Source: an optimization exercise on an open RTL-to-GDS flow (aim: small area, a short achievable clock period and few clock cycles). Production flows keep margins and buffers that such runs may drop. RTL that was checked went through simulation tests only; none was proved equivalent to the original. Power and IR drop assume default switching activity.

==> try-lagoon: inputs <==
==> flow/design.v <==
`timescale 1ns/1ps
module rdma_ip_decap_integrated #(
    parameter [47:0] LOCAL_MAC  = 48'h000A35010203,
    parameter [15:0] LOCAL_PORT = 16'd5005
)(
    input  wire        iClk,
    input  wire        iRst,
    input  wire [31:0] i_eth_axis_tdata,
    input  wire [3:0]  i_eth_axis_tkeep,
    input  wire        i_eth_axis_tvalid,
    output wire        o_eth_axis_tready,
    input  wire        i_eth_axis_tlast,
    input  wire        i_eth_axis_tuser,
    output wire [31:0] o_payload_axis_tdata,
    output wire [3:0]  o_payload_axis_tkeep,
    output wire        o_payload_axis_tvalid,
    input  wire        i_payload_axis_tready,
    output wire        o_payload_axis_tlast,
    output wire        o_payload_axis_tuser,
    output wire [31:0] o_hdr_src_ip,
    output wire [31:0] o_hdr_dst_ip,
    output wire [15:0] o_hdr_src_port,
    output wire [15:0] o_hdr_dst_port,
    output wire [15:0] o_hdr_payload_len,
    output wire        o_hdr_valid,
    output wire        o_busy,
    output wire        o_error,
    output wire [3:0]  o_error_code,
    output wire        o_stat_pkt_received,
    output wire        o_stat_pkt_dropped,
    output wire [2:0]  o_debug_state
);
wire [31:0] d    = i_eth_axis_tdata;
wire [3:0]  k    = i_eth_axis_tkeep;
wire        tl   = i_eth_axis_tlast;
wire        tu   = i_eth_axis_tuser;
reg  [3:0] bc;       
reg        drop;     
reg        pay;      
reg        pend;     
reg        pk3;      
reg        pu;       
wire hdr_mode = !drop && !pay;
reg [31:0] o_data; reg [3:1] o_keep; reg o_last, o_user, o_valid;
reg [31:0] q_data; reg [3:1] q_keep; reg q_last, q_user, q_valid;
reg  tready;          
reg  busy_r;
wire hs     = i_eth_axis_tvalid && tready;
wire hh     = hs && hdr_mode;      
reg [3:0]  ec;               
reg [15:0] ca, cb;           
reg [15:0] s_reg;            
reg        hv_r, er_r, rc_r, dr_r;
wire [15:0] cw2 = (bc == 4'd8) ? 16'd0 : d[31:16];
wire [15:0] s1  = ca ^ cb ^ d[15:0];
wire [15:0] c1  = (ca & cb) | (ca & d[15:0]) | (cb & d[15:0]);
wire [15:0] c1r = {c1[14:0], c1[15]};
wire [15:0] s2  = s1 ^ c1r ^ cw2;
wire [15:0] c2  = (s1 & c1r) | (s1 & cw2) | (c1r & cw2);
wire [15:0] c2r = {c2[14:0], c2[15]};
wire ck_ok = (ca == ~cb) || ((ca == 16'h0000) && (cb == 16'h0000)) ||
             ((ca == 16'hFFFF) && (cb == 16'hFFFF));
wire [15:0] w_lo = {d[7:0],   d[15:8]};     
wire [15:0] w_hi = {d[23:16], d[31:24]};    
wire mac_ok = (ec[1] && w_lo == LOCAL_MAC[15:0]) || (ec[0] && w_lo == 16'hFFFF);
wire [3:0] ec3 = (w_lo != 16'h0800)  ? 4'd2 : (d[23:20] != 4'd4) ? 4'd3 :
                 (d[19:16] != 4'd5)  ? 4'd4 : 4'd0;
wire [3:0] ec9 = (ec != 4'd0 && ec < 4'd5) ? ec :
                 !ck_ok               ? 4'd5 :
                 (ec == 4'd6)         ? 4'd6 :
                 (w_lo != LOCAL_PORT) ? 4'd7 : ec;
wire       good9 = (ec9 == 4'd0);
wire       hfail = tl || tu;            
always @(posedge iClk) begin
    if (hh) begin
        case (bc)
            4'd0: ec <= {2'b00,
                         d == {LOCAL_MAC[23:16], LOCAL_MAC[31:24], LOCAL_MAC[39:32], LOCAL_MAC[47:40]},
                         d == 32'hFFFFFFFF};
            4'd1: ec <= mac_ok ? 4'd0 : 4'd1;
            4'd3: if (ec == 4'd0) ec <= ec3;
            4'd4: if (ec == 4'd0 && w_lo < 16'd28) ec <= 4'd8;
            4'd5: if ((ec == 4'd0 || ec == 4'd8) && d[31:24] != 8'h11) ec <= 4'd6;
            4'd9: ec <= ec9;
            default: ;
        endcase
        if (bc == 4'd3) begin
            ca <= d[31:16];
            cb <= 16'd0;
        end else if (bc >= 4'd4 && bc <= 4'd8) begin
            ca <= s2;
            cb <= c2r;
        end else if (bc == 4'd9) begin
            ca <= {w_hi[15:3] - 13'd1, w_hi[2:0]};
        end
    end
    if (hs && (pay || (hdr_mode && (bc == 4'd6 || bc == 4'd7 || bc == 4'd8 || bc == 4'd10))))
        s_reg <= d[31:16];
end
wire push_in = hs && pay;
wire push_fl = pend && !q_valid;
wire push    = push_in || push_fl;
wire pop     = o_valid && i_payload_axis_tready;
wire [31:0] w_data = {d[15:0], s_reg};
wire        w_last = push_in ? (tl && !k[2]) : 1'b1;
wire [3:1]  w_keep = push_in ? (w_last ? {k[1], 2'b11} : 3'b111) : {2'b00, pk3};
wire        w_user = push_in ? tu : pu;
reg  [3:0] bc_n;
reg        drop_n, pay_n, pend_n, o_valid_n, q_valid_n;
reg        hv_n, er_n, rc_n, dr_n, set_pend;
always @* begin
    bc_n = bc; drop_n = drop; pay_n = pay;
    hv_n = 1'b0; er_n = 1'b0; rc_n = 1'b0; dr_n = 1'b0; set_pend = 1'b0;
    if (hs) begin
        if (drop) begin
            if (tl) drop_n = 1'b0;
        end else if (pay) begin
            if (tl) begin
                pay_n    = 1'b0;
                rc_n     = 1'b1;
                set_pend = k[2];
            end
        end else if (bc == 4'd10) begin
            bc_n = 4'd0;
            if (tl) begin
                rc_n     = 1'b1;
                set_pend = k[2];
            end else begin
                pay_n = 1'b1;
            end
        end else if (hfail) begin
            dr_n = 1'b1;
            bc_n = 4'd0;
            if (!tl) drop_n = 1'b1;
        end else if (bc == 4'd9) begin
            if (good9) begin
                hv_n = 1'b1;
                bc_n = 4'd10;
            end else begin
                er_n   = 1'b1;
                dr_n   = 1'b1;
                drop_n = 1'b1;
                bc_n   = 4'd0;
            end
        end else begin
            bc_n = bc + 4'd1;
        end
    end
    pend_n = set_pend || (pend && !push_fl);
    o_valid_n = o_valid; q_valid_n = q_valid;
    if (q_valid) begin
        if (pop) q_valid_n = 1'b0;
    end else if (push) begin
        if (!o_valid || pop) o_valid_n = 1'b1;
        else                 q_valid_n = 1'b1;
    end else if (pop) begin
        o_valid_n = 1'b0;
    end
end
wire tready_n = drop_n ||
                (pay_n ? !q_valid_n
                       : !(bc_n == 4'd6 && (pend_n || o_valid_n || q_valid_n)));
always @(posedge iClk) begin
    if (!iRst) begin
        bc <= 4'd0; drop <= 1'b0; pay <= 1'b0;
        pend <= 1'b0; o_valid <= 1'b0; q_valid <= 1'b0;
        hv_r <= 1'b0; er_r <= 1'b0; rc_r <= 1'b0; dr_r <= 1'b0;
        tready <= 1'b1; busy_r <= 1'b0;
    end else begin
        bc <= bc_n; drop <= drop_n; pay <= pay_n;
        pend <= pend_n; o_valid <= o_valid_n; q_valid <= q_valid_n;
        hv_r <= hv_n; er_r <= er_n; rc_r <= rc_n; dr_r <= dr_n;
        tready <= tready_n;
        busy_r <= drop_n || pay_n || (bc_n != 4'd0);
    end
end
always @(posedge iClk) begin
    if (set_pend) begin
        pk3 <= k[3];
        pu  <= tu;
    end
end
wire hdr7 = hh && bc == 4'd7;
wire hdr8 = hh && bc == 4'd8;
always @(posedge iClk) begin
    if (q_valid) begin
        if (pop) begin
            o_data <= q_data; o_keep <= q_keep; o_last <= q_last; o_user <= q_user;
        end
    end else if (push) begin
        if (!o_valid || pop) begin
            o_data <= w_data; o_keep <= w_keep; o_last <= w_last; o_user <= w_user;
        end else begin
            q_data <= w_data; q_keep <= w_keep; q_last <= w_last; q_user <= w_user;
        end
    end else begin
        if (hdr7) o_data <= w_data;
        if (hdr8) q_data <= w_data;
    end
end
assign o_eth_axis_tready     = tready;
assign o_payload_axis_tdata  = o_data;
assign o_payload_axis_tkeep  = {o_keep, 1'b1};    
assign o_payload_axis_tvalid = o_valid;
assign o_payload_axis_tlast  = o_last;
assign o_payload_axis_tuser  = o_user;
assign o_hdr_src_ip      = {o_data[7:0], o_data[15:8], o_data[23:16], o_data[31:24]};
assign o_hdr_dst_ip      = {q_data[7:0], q_data[15:8], q_data[23:16], q_data[31:24]};
assign o_hdr_src_port    = {s_reg[7:0], s_reg[15:8]};
assign o_hdr_dst_port    = LOCAL_PORT;    
assign o_hdr_payload_len = ca;
assign o_hdr_valid       = hv_r;
assign o_busy       = busy_r;
assign o_error      = er_r;
assign o_error_code = ec;
assign o_stat_pkt_received = rc_r;
assign o_stat_pkt_dropped  = dr_r;
assign o_debug_state       = 3'b000;
endmodule
==> flow/flow/run.sh <==
#!/bin/bash
# The standard layout, except that the port buffers inserted before global
# placement are plain buf_1 cells instead of the default delay-cell choice.
set -euo pipefail
export BUFFER_PORTS_ARGS="-buffer_cell sky130_fd_sc_hd__buf_1"
bash standard.sh > standard_flow.log 2>&1
==> flow/standard.sh <==
#!/bin/bash
# synth_recipe.tcl (not shown) runs the flow's synth.tcl, then flattens the netlist and writes it again
# the make line also repeats each setting of config.mk as NAME=value (left out here)
make -C /OpenROAD-flow-scripts/flow DESIGN_CONFIG=/design/flow/config.mk WORK_HOME=/design/flow/orfs CLKGATE_MAP_FILE= SYNTH_SCRIPT=/design/flow/synth_recipe.tcl "${@:-finish}"
==> flow/config.mk <==
export PLATFORM = sky130hd
export DESIGN_NAME = rdma_ip_decap_integrated
export DESIGN_NICKNAME = rdma_ip_decap_integrated
export VERILOG_FILES = /design/flow/design.v
export SDC_FILE = /design/flow/constraint.sdc
export NUM_CORES = 4
export LEC_CHECK = 0
export ABC_CLOCK_PERIOD_IN_PS = 2500
export CAP_MARGIN = 20
export CORE_MARGIN = 2
export CORE_UTILIZATION = 40
export SETUP_SLACK_MARGIN = 5
export SLEW_MARGIN = 20
==> flow/constraint.sdc <==
create_clock -name core_clock -period 9.0 [get_ports {iClk}]
set_input_delay 1.8000 -clock core_clock [delete_from_list [all_inputs] [get_ports {iClk}]]
set_output_delay 1.8000 -clock core_clock [all_outputs]
set_load 0.01 [all_outputs]
==> try-juniper: changes against try-lagoon <==
--- a/flow/design.v
+++ b/flow/design.v
@@ -53,5 +53,8 @@
 reg        hv_r, er_r, rc_r, dr_r;
+wire        b3  = (bc == 4'd3);
+wire [15:0] ya  = b3 ? 16'hFFF7 : ca;
+wire [15:0] yb  = b3 ? 16'h0000 : cb;
 wire [15:0] cw2 = (bc == 4'd8) ? 16'd0 : d[31:16];
-wire [15:0] s1  = ca ^ cb ^ d[15:0];
-wire [15:0] c1  = (ca & cb) | (ca & d[15:0]) | (cb & d[15:0]);
+wire [15:0] s1  = ya ^ yb ^ d[15:0];
+wire [15:0] c1  = (ya & yb) | (ya & d[15:0]) | (yb & d[15:0]);
 wire [15:0] c1r = {c1[14:0], c1[15]};
@@ -86,6 +89,3 @@
         endcase
-        if (bc == 4'd3) begin
-            ca <= d[31:16];
-            cb <= 16'd0;
-        end else if (bc >= 4'd4 && bc <= 4'd8) begin
+        if (bc >= 4'd3 && bc <= 4'd8) begin
             ca <= s2;
@@ -182,18 +182,15 @@
 end
-wire hdr7 = hh && bc == 4'd7;
-wire hdr8 = hh && bc == 4'd8;
-always @(posedge iClk) begin
-    if (q_valid) begin
-        if (pop) begin
+wire hold_o = hdr_mode && (bc == 4'd8 || bc == 4'd9 || bc == 4'd10);
+wire o_load = q_valid ? pop : ((!o_valid || pop) && !hold_o);
+wire q_load = !q_valid && ((o_valid && !pop) || (hdr_mode && bc == 4'd8));
+always @(posedge iClk) begin
+    if (o_load) begin
+        if (q_valid) begin
             o_data <= q_data; o_keep <= q_keep; o_last <= q_last; o_user <= q_user;
+        end else begin
+            o_data <= w_data; o_keep <= w_keep; o_last <= w_last; o_user <= w_user;
         end
-    end else if (push) begin
-        if (!o_valid || pop) begin
-            o_data <= w_data; o_keep <= w_keep; o_last <= w_last; o_user <= w_user;
-        end else begin
-            q_data <= w_data; q_keep <= w_keep; q_last <= w_last; q_user <= w_user;
-        end
-    end else begin
-        if (hdr7) o_data <= w_data;
-        if (hdr8) q_data <= w_data;
+    end
+    if (q_load) begin
+        q_data <= w_data; q_keep <= w_keep; q_last <= w_last; q_user <= w_user;
     end
==> flow/flow/run.sh (replaced) <==
#!/bin/bash
# The standard layout (standard.sh) with these changes:
# - the port buffers inserted before global placement are plain buf_1 cells
#   instead of the default delay-cell choice;
# - clock tree synthesis adds no dummy balancing loads;
# - timing repair aims for a setup slack of 6.0 ns at the 9 ns clock, i.e. a
#   shorter achieved period than the constraint asks for.
# The whole make output goes to standard_flow.log; each step's own log is
# under orfs/logs.
set -euo pipefail
export BUFFER_PORTS_ARGS="-buffer_cell sky130_fd_sc_hd__buf_1"
export CTS_ARGS="-sink_clustering_enable -repair_clock_nets -dont_use_dummy_load"
bash standard.sh SETUP_SLACK_MARGIN=6.0 finish > standard_flow.log 2>&1
SETUP_SLACK_MARGIN = default   (was 5)
==> try-violet: changes against try-lagoon <==
==> flow/run.sh (new file) <==
#!/bin/bash
# synth_recipe.tcl (not shown) runs the flow's synth.tcl, then flattens the netlist and writes it again
# the make line also repeats each setting of config.mk as NAME=value (left out here)
make -C /OpenROAD-flow-scripts/flow DESIGN_CONFIG=/design/flow/config.mk WORK_HOME=/design/flow/orfs CLKGATE_MAP_FILE= SYNTH_SCRIPT=/design/flow/synth_recipe.tcl finish
removed: flow/flow/run.sh
removed: flow/standard.sh
==> summary.txt <==
Met3 track demand over resource in global routing: try-juniper 0.0480; try-lagoon 0.0334; try-violet 0.0497
Time the final worst path needs with I/O delays and setup: try-juniper 3050 ps; try-lagoon 3850 ps; try-violet 3890 ps
Power drawn by the clock network: try-juniper 562 uW; try-lagoon 730 uW; try-violet 765 uW
Total number of vias: try-juniper 5,805; try-lagoon 5,656; try-violet 5,843
Run status: try-juniper finished clean; try-lagoon finished clean; try-violet finished clean
Total chip power: try-juniper 1400 uW; try-lagoon 1550 uW; try-violet 1600 uW
Clock buffer count in the final layout: try-juniper 17; try-lagoon 17; try-violet 18
Worst EP arrival: try-juniper 3340 ps; try-lagoon 3900 ps; try-violet 4200 ps
Cell depth of the worst setup path: try-juniper 8; try-lagoon 5; try-violet 8
Gate power share: try-juniper 0.079; try-lagoon 0.059; try-violet 0.066
Portion of synthesized cell area occupied by the leading cell type: try-juniper 0.488; try-lagoon 0.487; try-violet 0.487
Origin of the worst setup path: try-juniper i_eth_axis_tdata[15]; try-lagoon i_eth_axis_tvalid; try-violet i_eth_axis_tdata[0]
Half-perimeter wire length of the detailed placement result: try-juniper 16,100 um; try-lagoon 15,500 um; try-violet 16,500 um
Area taken by flip-flops and latches: try-juniper 4150 um2; try-lagoon 4150 um2; try-violet 4150 um2
Die Y: try-juniper 144 um; try-lagoon 144 um; try-violet 144 um
Fraction of final layout cells sized beyond drive strength 1: try-juniper 0.158; try-lagoon 0.104; try-violet 0.119
Number of ordinary inverters in the final layout: try-juniper 46; try-lagoon 29; try-violet 29
Testbench counts of try-juniper, summed over its fixed seeds: cycles 43,647.
Function not checked in try-lagoon and try-violet: the RTL went through the layout flow alone.

## re-timing with driven ports
Ports are ideal in the flow. The routed layouts listed here were re-timed in OpenROAD. Step 1 (the two cells are an assumption about what drives the block):
set clk [get_ports {iClk}]
set_driving_cell -lib_cell sky130_fd_sc_hd__clkbuf_16 $clk
set_driving_cell -lib_cell sky130_fd_sc_hd__buf_2 [delete_from_list [all_inputs] $clk]
Step 2 adds t to the input delays and takes it off the output delays; t is the mean of the earliest and latest rising clock arrival at the registers after step 1. Input paths then give back, and output paths get back, about the clock's delay inside the block. Three values: ideal, step 1, step 2; two values: the first two.
run	t (ns)	setup WS [ns]	worst setup path at the end	worst register clock-pin slew, ns
try-lagoon	0.467	5.154 / 5.175 / 4.709	input to register	0.07 / 0.07
try-juniper	0.448	5.947 / 5.961 / 5.513	input to register	0.07 / 0.07
try-violet	0.466	5.107 / 5.120 / 4.654	input to register	0.07 / 0.07
After both steps setup and hold are still met in every run listed. For try-violet, which loses most, drivers alone change the setup slack by +0.013 ns; drivers and shift together by -0.453 ns.
